This design comes from an exercise in tuning for small area on the open sky130 flow, not from production work.
Only simulation tests tie the RTL to the original design; equivalence was not proved.
No driver is modelled on the clock port, so clocking that relies on it looks cheaper here than on a real chip.
Power and IR drop assume default switching activity.

Design RGB_YCbCr, start of the top module:
module RGB_YCbCr #(
	parameter	DSIZE	= 16,
	parameter	MSIZE	= 12
)(
	input				clock,
	input				invsync,
	input				inhsync,
	input				inde,
	input [DSIZE-1:0]	inR,
	input [DSIZE-1:0]	inG,
	input [DSIZE-1:0]	inB,
	output				outvsync,
	output				outhsync,
	output				outde,
	output[DSIZE-1:0]	outY,
	output[DSIZE-1:0]	outCb,
	output[DSIZE-1:0]	outCr
);
Settings: LEC_CHECK=0, CAP_MARGIN=20, CORE_MARGIN=2, CORE_UTILIZATION=40, SLEW_MARGIN=20, SYNTH_HIERARCHICAL=1, SYNTH_MINIMUM_KEEP_SIZE=0; clock period 7.0 ns.
run.sh (not shown) runs the stock make flow with config.mk's settings and CLKGATE_MAP_FILE= SYNTH_SCRIPT=/design/flow/synth_recipe.tcl, a recipe that flattens the netlist after the stock synthesis.
The baseline produced a clean layout.
Change:
==> flow/flow/run.sh (new file) <==
#!/bin/bash
# Own layout flow: the standard layout (standard.sh) with two changes:
#  - ports are buffered with the smallest buffer (buf_1) instead of clkdlybuf4s50_1;
#  - clock tree synthesis uses small clock buffers and inserts no dummy loads.
# Every tool's output goes to the ORFS logs under orfs/logs; make's own output to flow.log.
set -euo pipefail
cd "$(dirname "$0")/.."
export BUFFER_PORTS_ARGS="-buffer_cell sky130_fd_sc_hd__buf_1"
export CTS_ARGS="-sink_clustering_enable -repair_clock_nets -dont_use_dummy_load -buf_list {sky130_fd_sc_hd__clkbuf_4 sky130_fd_sc_hd__clkbuf_8}"
bash standard.sh > flow.log 2>&1
==> flow/standard.sh (new file) <==
#!/bin/bash
# synth_recipe.tcl (not shown) runs the flow's synth.tcl, then flattens the netlist and writes it again
# the make line also repeats each setting of config.mk as NAME=value (left out here)
make -C /OpenROAD-flow-scripts/flow DESIGN_CONFIG=/design/flow/config.mk WORK_HOME=/design/flow/orfs CLKGATE_MAP_FILE= SYNTH_SCRIPT=/design/flow/synth_recipe.tcl "${@:-finish}"
removed: flow/run.sh
Effect: Power drops by 8.5%. Via count drops by 0.80%. Clock skew rose by 0.023 ns.

---

== run A ==
Another version of the RTL of RGB_YCbCr (not shown whole).
For scale: roughly 750 cells after synthesis, about 100 I/O pins, roughly 12,000 µm² of cells after synthesis.
export LEC_CHECK = 0
export CAP_MARGIN = 20
export CORE_MARGIN = 2
export CORE_UTILIZATION = 60
export GPL_TIMING_DRIVEN = 0
export PLACE_DENSITY = 0.75
export SLEW_MARGIN = 20
export SYNTH_HIERARCHICAL = 1
export SYNTH_MINIMUM_KEEP_SIZE = 0
create_clock -name core_clock -period 7.0 [get_ports {clock}]
standard.sh (not shown) runs the stock make flow with config.mk's settings and CLKGATE_MAP_FILE= SYNTH_SCRIPT=/design/flow/synth_recipe.tcl, a recipe that flattens the netlist after the stock synthesis.
==> flow/flow/run.sh <==
#!/bin/bash
# Own layout flow: the standard layout (standard.sh), unchanged synthesis, with:
#  - after synthesis, each maj3_2 cell is swapped for maj3_1 (same function, smaller);
#  - ports are buffered with the smallest buffer (buf_1) instead of clkdlybuf4s50_1;
#  - clock tree synthesis uses small clock buffers and inserts no dummy loads.
# Tool logs go to orfs/logs as in the standard flow; make's output to synth.log / flow.log.
set -euo pipefail
cd "$(dirname "$0")/.."
export BUFFER_PORTS_ARGS="-buffer_cell sky130_fd_sc_hd__buf_1"
export CTS_ARGS="-sink_clustering_enable -repair_clock_nets -dont_use_dummy_load -buf_list {sky130_fd_sc_hd__clkbuf_4 sky130_fd_sc_hd__clkbuf_8}"
bash standard.sh synth > synth.log 2>&1
R=orfs/results/${FLOW_PLATFORM:-sky130hd}/RGB_YCbCr/base
sed -i 's/sky130_fd_sc_hd__maj3_2 /sky130_fd_sc_hd__maj3_1 /' $R/1_2_yosys.v
rm -f $R/1_synth.odb $R/1_synth.sdc
bash standard.sh > flow.log 2>&1
Every stage of the flow completed for run A, and the final layout passed the timing, design-rule and antenna checks.
## Diff of input files: run B against run A
- PLACE_DENSITY: 0.75 -> unset
- CORE_UTILIZATION: 60 -> 40
==> flow/flow/run.sh <==
#!/bin/bash
# Own layout flow: the standard layout (standard.sh), unchanged synthesis, with:
#  - after synthesis, each maj3_2 cell is swapped for maj3_1 (same function, smaller);
#  - ports are buffered with the smallest buffer (buf_1) instead of clkdlybuf4s50_1;
#  - clock tree synthesis uses clkbuf_4 and inserts no dummy loads; after it, clock buffers
#    that drive a slow edge are upsized (flow/post_cts.tcl).
# Tool logs go to orfs/logs as in the standard flow; make's output to synth.log / flow.log.
set -euo pipefail
cd "$(dirname "$0")/.."
export BUFFER_PORTS_ARGS="-buffer_cell sky130_fd_sc_hd__buf_1"
export CTS_ARGS="-sink_clustering_enable -repair_clock_nets -dont_use_dummy_load -buf_list {sky130_fd_sc_hd__clkbuf_4}"
export POST_CTS_TCL="$(pwd)/flow/post_cts.tcl"
bash standard.sh synth > synth.log 2>&1
R=orfs/results/${FLOW_PLATFORM:-sky130hd}/RGB_YCbCr/base
sed -i 's/sky130_fd_sc_hd__maj3_2 /sky130_fd_sc_hd__maj3_1 /' $R/1_2_yosys.v
rm -f $R/1_synth.odb $R/1_synth.sdc
bash standard.sh > flow.log 2>&1
==> flow/flow/post_cts.tcl (new file) <==
# Sourced by ORFS at the end of clock tree synthesis (POST_CTS_TCL): a clkbuf_4 that
# drives 11 or more clock sinks is swapped for clkbuf_8, so that every flip-flop clock
# pin keeps a fast edge; the placement is then legalised again.
set upsized 0
foreach net [get_nets clknet_*] {
  set drv ""
  set n 0
  foreach pin [get_pins -of_objects $net] {
    set inst [get_cells -quiet -of_objects $pin]
    if {[llength $inst] == 0} { continue }
    if {[get_property $pin direction] == "output"} {
      set drv $inst
    } else {
      incr n
    }
  }
  if {$drv != "" && $n >= 11 && [get_property $drv ref_name] == "sky130_fd_sc_hd__clkbuf_4"} {
    replace_cell $drv sky130_fd_sc_hd__clkbuf_8
    puts "up [get_full_name $drv] $n"
    incr upsized
  }
}
puts "post_cts: upsized $upsized clock buffers"
if {$upsized > 0} {
  detailed_placement
  check_placement -verbose
  estimate_parasitics -placement
}
--- outcome ---
Run B ended with less sequential fraction of design power than run A. From run A to run B the numbers moved as follows: number of cell instances on the worst register-to-register path climbed 1; tightest slew margin relative to the limit climbed 3.9 points. Run B vs. run A: clock skew went up by 21 ps. Net switching share of the total power for run B: 0.86 points up relative to run A. In run B relative to run A, post-route cell area had gone up slightly. Run B was carried through to the last stage, and its layout satisfied the timing, design-rule and antenna checks. Cmp run B vs run A: layout overhead on the synthesized area higher in run B. Run B vs run A — total chip power climbed slightly. Die area: run B worse than run A.
Modified inputs, run C compared to run B
==> flow/flow/post_cts.tcl <==
# Sourced by ORFS at the end of clock tree synthesis (POST_CTS_TCL): a clock buffer whose
# sinks see a slow clock edge is swapped for the next larger clock buffer, then the
# placement is legalised again.
estimate_parasitics -placement
set upsized 0
foreach net [get_nets clknet_*] {
  set maxs 0
  set drv ""
  foreach pin [get_pins -of_objects $net] {
    if {[get_property $pin direction] == "output"} {
      set drv [get_property $pin instance]
      continue
    }
    set s [get_property $pin slew_max]
    if {$s > $maxs} { set maxs $s }
  }
  if {$drv != "" && $maxs > 0.095 && [get_property $drv ref_name] == "sky130_fd_sc_hd__clkbuf_4"} {
    replace_cell $drv sky130_fd_sc_hd__clkbuf_8
    incr upsized
  }
}
puts "post_cts: upsized $upsized clock buffers"
if {$upsized > 0} {
  detailed_placement
  check_placement -verbose
  estimate_parasitics -placement
}
==> summary.txt <==
- The remaining runs in run C and run B completed every stage, whereas run C halted early.
- Worst slack at placement came out exactly the same in run C and run B.
- Reported for run C and run B, post-synthesis sequential element count turned out identical to the last digit.
- Reported for run C and run B, proportion of register bits with asynchronous set or reset after synthesis turned out identical to the last digit.
- Half-perimeter wire length after detailed placement: run C vs run B identical
- Run B -> run C: chip height delta 0, exact match
- Reported for run C and run B, placer's final routability congestion estimate turned out identical to the last digit.
- Diff run B..run C | synthesized area | unchanged
- The chip area estimate from yosys synthesis on run B is in line with that on run C.
- Diff run B..run C | synthesized-area fraction occupied by adder cells | negligible
- | count of flip-flops with a built-in enable after synthesis | run B vs run C | ≈ equal |
- For synthesized cell count, run B and run C come out practically identical.

---

before:
Another version of the RTL of RGB_YCbCr (not shown whole).
Size in the first run: about 760 cells after synthesis, ~160 flip-flops, about 100 I/O pins, roughly 12000 um2 of cells after synthesis.
Settings: LEC_CHECK=0, CAP_MARGIN=20, CORE_MARGIN=2, CORE_UTILIZATION=40, GPL_TIMING_DRIVEN=0, SLEW_MARGIN=20, SYNTH_HIERARCHICAL=1, SYNTH_MINIMUM_KEEP_SIZE=0; clock period 7.0 ns.
==> flow/flow/run.sh <==
#!/bin/bash
# Own layout flow: the standard layout (standard.sh), unchanged synthesis, with:
#  - after synthesis, each maj3_2 cell is swapped for maj3_1 (same function, smaller);
#  - ports are buffered with the smallest buffer (buf_1) instead of clkdlybuf4s50_1;
#  - clock tree synthesis uses small clock buffers and inserts no dummy loads.
# Tool logs go to orfs/logs as in the standard flow; make's output to synth.log / flow.log.
set -euo pipefail
cd "$(dirname "$0")/.."
export BUFFER_PORTS_ARGS="-buffer_cell sky130_fd_sc_hd__buf_1"
export CTS_ARGS="-sink_clustering_enable -repair_clock_nets -dont_use_dummy_load -buf_list {sky130_fd_sc_hd__clkbuf_4 sky130_fd_sc_hd__clkbuf_8}"
bash standard.sh synth > synth.log 2>&1
R=orfs/results/${FLOW_PLATFORM:-sky130hd}/RGB_YCbCr/base
sed -i 's/sky130_fd_sc_hd__maj3_2 /sky130_fd_sc_hd__maj3_1 /' $R/1_2_yosys.v
rm -f $R/1_synth.odb $R/1_synth.sdc
bash standard.sh > flow.log 2>&1
Inputs modified between before and after:
-- flow/flow/run.sh --
<<< before, line 10
export CTS_ARGS="-sink_clustering_enable -repair_clock_nets -dont_use_dummy_load -buf_list {sky130_fd_sc_hd__clkbuf_4 sky130_fd_sc_hd__clkbuf_8}"
>>> after, line 10
export CTS_ARGS="-sink_clustering_enable -repair_clock_nets -dont_use_dummy_load -buf_list {sky130_fd_sc_hd__clkbuf_8 sky130_fd_sc_hd__clkbuf_16} -sink_clustering_size 30 -sink_clustering_max_diameter 100"
==> comparison <==
For total routed wirelength, before and after come out practically identical.
Final setup slack of the worst path in after is 0.051 ns above before.
On global-route usage, before and after are neck and neck.
In the flow results for before and after, the data required time of the worst path is smaller on after.
As far as HPWL after detailed placement is concerned, before and after perform about the same.

port drivers added, routing unchanged:
In the flow no input, the clock included, has a driving cell. The finished layouts below were timed again as built, in two steps.
Step 1 sets driving cells, clkbuf_16 on the clock port and buf_2 on the other inputs (assumed; they add their load-dependent delay and slew).
Step 2, shift: input delay + t, output delay - t, t = (earliest + latest rising clock arrival at the registers) / 2. This alone moves slack from input paths to output paths.
Slacks: ideal ports / drivers / drivers and shift; pairs: ideal ports / drivers.
run | t, ns | setup WS [ns] | worst data-port slew with drivers (ns)
the first run of note 1 | 0.474 | 0.673 / 0.673 / 0.673 | 0.04
the second run of note 1 | 0.496 | 0.766 / 0.766 / 0.766 | 0.04
run A | 0.476 | 0.274 / 0.274 / -0.160 | 0.04
run B | 0.473 | 0.278 / 0.278 / -0.151 | 0.04
before | 0.491 | 0.269 / 0.269 / 0.269 | 0.05
after | 0.468 | 0.320 / 0.320 / 0.320 | 0.05
With both steps, setup timing fails in run A and run B, where it was met with ideal ports. For run A, which loses most, drivers alone change the setup slack by 0.000 ns; drivers and shift together by -0.434 ns.
